Source: an optimization exercise on an open RTL-to-GDS flow (aim: small area). Production flows keep margins and buffers that such runs may drop. Only simulation tests tie the RTL to the original design; equivalence was not proved. Power figures rest on the tool's default switching activity, not on a simulated workload.

==> flow/design.v (outline; a module is shown in full before it is edited, if it fits) <==
// module core: 2373 lines
module core(clock, reset_n, ce, address, in, out, rd, we);
  // ...
==> flow/flow/run.sh <==
#!/bin/bash
# The standard layout (standard.sh) with these changes:
#  - after the standard synthesis, the combinational logic between the registers
#    is restructured (ABC &deepsyn) and re-mapped for area (ABC &nf), see flow/remap.tcl; the registers
#    keep their cells and names;
#  - the port buffers inserted at global placement are the smallest buffer cell;
#  - clock tree synthesis inserts no dummy loads.
set -euo pipefail
export RES_DIR=$PWD/orfs/results/${FLOW_PLATFORM}/core/base
export BUFFER_PORTS_ARGS="-buffer_cell sky130_fd_sc_hd__buf_1"
export CTS_ARGS="-sink_clustering_enable -repair_clock_nets -buf_list sky130_fd_sc_hd__clkbuf_8 -dont_use_dummy_load"
YOSYS=$FLOW_HOME/../tools/install/yosys/bin/yosys
bash standard.sh synth > standard_synth.log 2>&1
cp "$RES_DIR/1_2_yosys.v" "$RES_DIR/1_2_yosys_std.v"
"$YOSYS" -c flow/remap.tcl > remap.log 2>&1
rm -f "$RES_DIR/1_synth.odb" "$RES_DIR/1_synth.sdc"
bash standard.sh > standard.log 2>&1
==> flow/flow/dont_use.txt <==
-dont_use sky130_fd_sc_hd__probe_p_8 -dont_use sky130_fd_sc_hd__probec_p_8 -dont_use sky130_fd_sc_hd__lpflow_bleeder_1 -dont_use sky130_fd_sc_hd__lpflow_clkbufkapwr_1 -dont_use sky130_fd_sc_hd__lpflow_clkbufkapwr_16 -dont_use sky130_fd_sc_hd__lpflow_clkbufkapwr_2 -dont_use sky130_fd_sc_hd__lpflow_clkbufkapwr_4 -dont_use sky130_fd_sc_hd__lpflow_clkbufkapwr_8 -dont_use sky130_fd_sc_hd__lpflow_clkinvkapwr_1 -dont_use sky130_fd_sc_hd__lpflow_clkinvkapwr_16 -dont_use sky130_fd_sc_hd__lpflow_clkinvkapwr_2 -dont_use sky130_fd_sc_hd__lpflow_clkinvkapwr_4 -dont_use sky130_fd_sc_hd__lpflow_clkinvkapwr_8 -dont_use sky130_fd_sc_hd__lpflow_decapkapwr_12 -dont_use sky130_fd_sc_hd__lpflow_decapkapwr_3 -dont_use sky130_fd_sc_hd__lpflow_decapkapwr_4 -dont_use sky130_fd_sc_hd__lpflow_decapkapwr_6 -dont_use sky130_fd_sc_hd__lpflow_decapkapwr_8 -dont_use sky130_fd_sc_hd__lpflow_inputiso0n_1 -dont_use sky130_fd_sc_hd__lpflow_inputiso0p_1 -dont_use sky130_fd_sc_hd__lpflow_inputiso1n_1 -dont_use sky130_fd_sc_hd__lpflow_inputiso1p_1 -dont_use sky130_fd_sc_hd__lpflow_inputisolatch_1 -dont_use sky130_fd_sc_hd__lpflow_isobufsrc_1 -dont_use sky130_fd_sc_hd__lpflow_isobufsrc_16 -dont_use sky130_fd_sc_hd__lpflow_isobufsrc_2 -dont_use sky130_fd_sc_hd__lpflow_isobufsrc_4 -dont_use sky130_fd_sc_hd__lpflow_isobufsrc_8 -dont_use sky130_fd_sc_hd__lpflow_isobufsrckapwr_16 -dont_use sky130_fd_sc_hd__lpflow_lsbuf_lh_hl_isowell_tap_1 -dont_use sky130_fd_sc_hd__lpflow_lsbuf_lh_hl_isowell_tap_2 -dont_use sky130_fd_sc_hd__lpflow_lsbuf_lh_hl_isowell_tap_4 -dont_use sky130_fd_sc_hd__lpflow_lsbuf_lh_isowell_4 -dont_use sky130_fd_sc_hd__lpflow_lsbuf_lh_isowell_tap_1 -dont_use sky130_fd_sc_hd__lpflow_lsbuf_lh_isowell_tap_2 -dont_use sky130_fd_sc_hd__lpflow_lsbuf_lh_isowell_tap_4 
==> flow/flow/remap.tcl <==
# Re-maps the combinational logic of the standard synthesis netlist for area:
# two rounds of ABC's &deepsyn (90 s each) followed by the &nf area mapper.
# The registers (and tie cells) are kept as they are, instance for instance:
# they are black boxes here, so only the logic between them is re-mapped.
yosys -import
set lib $::env(FLOW_HOME)/platforms/sky130hd/lib/sky130_fd_sc_hd__tt_025C_1v80.lib
set res $::env(RES_DIR)
set fp [open flow/dont_use.txt r]; set du [string trim [read $fp]]; close $fp
read_liberty -ignore_miss_func $lib
blackbox sky130_fd_sc_hd__dfxtp_1 sky130_fd_sc_hd__edfxtp_1 sky130_fd_sc_hd__conb_1
read_verilog $res/1_2_yosys_std.v
hierarchy -check -top core
flatten
yosys rename -hide w:*.*
opt_clean
tee -o remap_before.txt stat -liberty $lib
set nf "&nf -R 1000 -F 10 -A 10 -a -p"
set round "strash;&get -n;&deepsyn -T 90;&dch;$nf;&put"
abc -liberty $lib {*}$du -script "+strash;dc2;&get -n;&deepsyn -T 90;&dch;$nf;&put;$round;topo"
read_liberty -lib -ignore_redef $lib
splitnets
opt_clean -purge
hilomap -singleton -hicell sky130_fd_sc_hd__conb_1 HI -locell sky130_fd_sc_hd__conb_1 LO
insbuf -buf sky130_fd_sc_hd__buf_4 A X
check -assert
tee -o remap_after.txt stat -liberty $lib
write_verilog -noattr -nohex -nodec $res/1_2_yosys.v
==> flow/standard.sh <==
#!/bin/bash
# synth_recipe.tcl (not shown) runs the flow's synth.tcl, then flattens the netlist and writes it again
# the make line also repeats each setting of config.mk as NAME=value (left out here)
make -C /OpenROAD-flow-scripts/flow DESIGN_CONFIG=/design/flow/config.mk WORK_HOME=/design/flow/orfs CLKGATE_MAP_FILE= SYNTH_SCRIPT=/design/flow/synth_recipe.tcl "${@:-finish}"
==> flow/config.mk <==
export PLATFORM = sky130hd
export DESIGN_NAME = core
export DESIGN_NICKNAME = core
export VERILOG_FILES = /design/flow/design.v
export SDC_FILE = /design/flow/constraint.sdc
export NUM_CORES = 4
export LEC_CHECK = 0
export ABC_AREA = 1
export CAP_MARGIN = 20
export CORE_MARGIN = 2
export CORE_UTILIZATION = 60
export CTS_BUF_LIST = sky130_fd_sc_hd__clkbuf_8
export GPL_TIMING_DRIVEN = 0
export SLEW_MARGIN = 20
==> flow/constraint.sdc <==
create_clock -name core_clock -period 10.0 [get_ports {clock}]
set_input_delay 2.0000 -clock core_clock [delete_from_list [all_inputs] [get_ports {clock}]]
set_output_delay 2.0000 -clock core_clock [all_outputs]
set_load 0.01 [all_outputs]
==> impl_metrics.py, run 1 <==
metrics = {
    "power_and_ir_drop": {
        "clock_power_mw": 0.211,
        "p_seq_share_pct": 36.5,
        "p_total_mw": 1.30,
        "power.group.top": "combinational logic",
        "p_sw_mw": 0.600,
        "pg_seq_mw": 0.473,
    },
    "status": {
        "status": "no timing/DRC/antenna violations",
    },
    "setup_path": {
        "slowest_delay_ns": 0.81,
        "crit_arrival_ns": 8.85,
        "r2r-end": "fz$_SDFFE_PN0P_",
        "critPathRequiredTime_ns": 10.31,
        "reg2reg_slack_ns": 1.50,
        "critPathCaptureType": "flop",
        "worstPathMaxFanout": 16,
        "critPathTopFamily": "simple AND/OR/NAND/NOR gates",
    },
    "cells_and_area": {
        "clock_area_share_pct": 1.77,
        "seq_area_um2": 2160,
        "final_core_util_pct": 65.3,
        "drive_gt1_share_pct": 2.08,
        "top_area_cell_class": "multi-input gates",
        "most-common-layout-cells": "nand2_1, a21oi_1, nor2_1",
        "final_area_um2": 6990,
        "nNetsFinal": 925,
    },
    "timing": {
        "finalHoldViolations": 0,
        "min_period_over_period_pct": 85.4,
    },
    "placement": {
        "place_inst": 1043,
    },
    "floorplan": {
        "well_tap_count": 140,
        "die_height_um": 108,
    },
    "flow_run": {
        "cap_violations": 0,
    },
    "grt": {
        "grtUsageTotal_pct": 42.7,
        "grt_pass1_wl_mm": 37.7,
        "antenna_found_initial": 0,
    },
    "route": {
        "ant_nets": 0,
        "m1WireLength_mm": 9.16,
        "drtPass1Iterations": 11,
        "wl_per_cell_um": 23.1,
    },
    "worst_hold_path": {
        "hold_path_startpoint": "s[1]$_SDFFE_PN0P_",
    },
    "clocking": {
        "clk_pin_slew_ns": 0.09,
    },
}
==> run 2: changes to the inputs <==
--- a/flow/config.mk
+++ b/flow/config.mk
@@ -8,7 +8,7 @@
 export ABC_AREA = 1
 export CAP_MARGIN = 20
 export CORE_MARGIN = 2
-export CORE_UTILIZATION = 60
+export CORE_UTILIZATION = 45
 export CTS_BUF_LIST = sky130_fd_sc_hd__clkbuf_8
 export GPL_TIMING_DRIVEN = 0
 export SLEW_MARGIN = 20
==> run 2 against run 1 <==
Fmax fell by 0.97%. Clock skew grew 0.022 ns. Combinational power grew 1%. First-iteration DRC count fell by 17%. Critical path type unchanged. Largest power group unchanged.
==> impl_metrics.py, run 2 <==
metrics = {
    "setup_path": {
        "critPathRequiredTime_ns": 10.32,
        "path_class": "input port to flop",
        "r2r-end": "fz$_SDFFE_PN0P_",
        "rr_startpoint": "t[4]$_SDFFE_PN1P_",
        "slowest_stage": "buf_1",
        "worstPathCellList": "buf_1 > and3_1 > nand3_1 > nand2_1 > nand3b_1 > a221oi_1 > xor2_1 > or2_0 > nand3_1 > nor2b_1 > nand3_1 > nand2_1 > maj3_1 > nand2_1 > nand2_1 > o21ai_0 > a21oi_1 > maj3_1 > xnor2_1 > o221ai_1 > or4b_1 > a31oi_1",
        "crit_path_frequent_cell": "nand2_1",
        "critPathCaptureType": "flop",
        "r2r_cells": 25,
        "crit_arrival_ns": 8.94,
        "critPathTopFamily": "simple AND/OR/NAND/NOR gates",
        "slowest_delay_ns": 0.85,
        "crit_cells": 22,
        "reg2reg_slack_ns": 1.38,
        "worstPathMaxFanout": 17,
        "worstSetupStartpointType": "input port",
        "cp.buffers_inverters": 1,
    },
    "timing": {
        "finalHoldViolations": 0,
        "finalSetupViolations": 0,
        "finClkSkew_ns": 0.0527,
        "rsz0062_at_grt": "false",
        "tns_ns": 0,
        "drv_slew": 0,
        "worst_slew_pin_slew_ns": 1.22,
        "min_period_over_period_pct": 86.2,
        "holdWs_ns": 0.463,
        "fmax_ghz": 0.116,
        "relSlewSlack_pct": 18.6,
        "timing.final.crit_period_ns": 8.62,
    },
    "floorplan": {
        "ios": 37,
        "fp-row-count": 43,
        "core_um2": 14000,
        "die-area_um2": 15500,
        "die_x_um": 124,
        "die_height_um": 124,
        "start_util_pct": 46.6,
    },
    "worst_hold_path": {
        "holdPathEnd": "s[5]$_SDFFE_PN0P_",
        "hp-class": "flop to flop",
        "holdPathStages": 2,
        "hold_path_startpoint": "s[5]$_SDFFE_PN0P_",
    },
    "route": {
        "ant_nets": 0,
        "drtPass1Iterations": 6,
        "vias": 7457,
        "wirelength_mm": 26.3,
        "dr.first_iter.drc_count": 1079,
        "viasPerCell": 6.82,
        "wl_per_cell_um": 24.1,
        "drc_errors": 0,
    },
    "clocking": {
        "post_cts_buffers": 0,
        "max-clock-path-buffers": 2,
        "cts_resized": 0,
        "clk_pin_slew_ns": 0.10,
        "cts_hold_buf": 0,
        "htreeDepth": 3,
        "tritoncts_num_sinks": 93,
        "cts_tree": "yes",
        "cts_root_buf": "clkbuf_8",
        "insertion_delay_ns": 0.40,
        "cts_buffers": 9,
    },
    "placement": {
        "gp_congestion": 0.952,
        "numPortBuffers": 36,
        "place_inst": 1084,
        "dp_hpwl_mm": 19.6,
    },
    "yosys": {
        "syn_inst": 866,
        "synth_nets": 877,
        "ys_warn_count": 1,
        "synth_area_um2": 6510,
        "avgSynthCellArea_um2": 7.52,
    },
    "cells_and_area": {
        "antennaDiodeCount": 0,
        "final.fill_count": 1434,
        "drive_gt1_share_pct": 2.08,
        "syn_to_final_growth_pct": 8.18,
        "final_core_util_pct": 50.4,
        "seq_area_um2": 2160,
        "nNetsFinal": 926,
        "reg_top3": "ab x16, pc x16",
        "multiInputGateArea_um2": 4280,
        "most-common-layout-cells": "nand2_1, a21oi_1, nor2_1",
        "final_common_cell": "nand2_1",
        "final_cells": 1093,
    },
    "status": {
        "status": "no timing/DRC/antenna violations",
    },
    "grt": {
        "grtUsageTotal_pct": 32.8,
        "grt_pass1_wl_mm": 39.6,
        "antenna_found_initial": 0,
        "grt_pass1_vias": 6682,
        "gr-total-overflow": 0,
        "grt_max_degree": 28,
    },
    "power_and_ir_drop": {
        "power_density_nw_per_um2": 186,
        "p_total_mw": 1.31,
        "ir_drop_v": 0.0000805,
        "power.leakage_nw": 2.46,
    },
    "flow_run": {
        "cap_violations": 0,
    },
}
run 2: metrics by stage:
step / area [um^2] / setup WS, ns
floorplan: 6510 / 3.42
global placement: 6870 / 1.15
detailed placement: 6920 / 1.18
finish: 7050 / 1.38
CTS: 7050 / 1.57
global route: 7050 / 0.887
run 2: final cells by class:
cell class                      instances  share of cell area, %
Sequential cell                        93                   30.7
Inverter                               26                   1.38
Clock buffer                            9                   1.76
Timing Repair Buffer                   38                   2.18
Multi-Input combinational cell        747                   60.8
Tap cell                              180                   3.20
run 2: tightest hold or removal path: cells and delay by family, from the launching register on:
family	cells	cell delay, ns
simple gates	1	0.05
compound gates	1	0.05
flops	1	0.34
run 2: worst max-delay path by stage:
stage	startpoint	to	slack, ns
global route	t[4]$_SDFFE_PN1P_	fz$_SDFFE_PN0P_	0.89
CTS	in[3]	fz$_SDFFE_PN0P_	1.57
global placement	in[3]	fz$_SDFFE_PN0P_	1.15
finish	in[3]	fz$_SDFFE_PN0P_	1.38
floorplan	in[2]	fz$_SDFFE_PN0P_	3.42
detailed placement	in[3]	fz$_SDFFE_PN0P_	1.18
run 2: power by group:
part	internal [mW]	switching, mW	leakage (nW)
Combinational	0.186	0.432	1.62
Clock	0.0812	0.136	0.0647
Sequential	0.430	0.0455	0.783
Total	0.697	0.614	2.46
run 2: metal layers:
metal	up-vias	wire [um]	GRT usage (%)
met3	65	2610	5.63
met2	483	11900	51.7
met1	3545	10900	45.0
li1	3364	-	-
met4	0	863	12.6
met5	-	0	0

[afterwards: timing with drivers on the ports]
The results above use ideal ports. As a check the final layouts listed here were re-extracted and re-timed, cells and wires unchanged. Step 1 (the two cells are an assumption about what drives the block):
set clk [get_ports {clock}]
set_driving_cell -lib_cell sky130_fd_sc_hd__clkbuf_16 $clk
set_driving_cell -lib_cell sky130_fd_sc_hd__buf_2 [delete_from_list [all_inputs] $clk]
Step 2 also shifts input and output timing later by t, the mid clock arrival at the registers, as if the neighbouring blocks saw the same clock. Slacks: no drivers / after step 1 / after step 2; pairs: no drivers / after step 1.
| run | shift t [ns] | slack for setup (ns) | worst setup path after step 2 | worst slew at a driven data input, ns |
|---|---|---|---|---|
| run 1 | 0.416 | 1.459 / 1.467 / 1.051 | input to register | 0.03 |
| run 2 | 0.415 | 1.375 / 1.382 / 0.969 | input to register | 0.03 |
After both steps setup and hold are still met in every run listed. The setup slack of run 1, which loses most, moves by +0.008 ns with the drivers and by -0.408 ns with both steps.
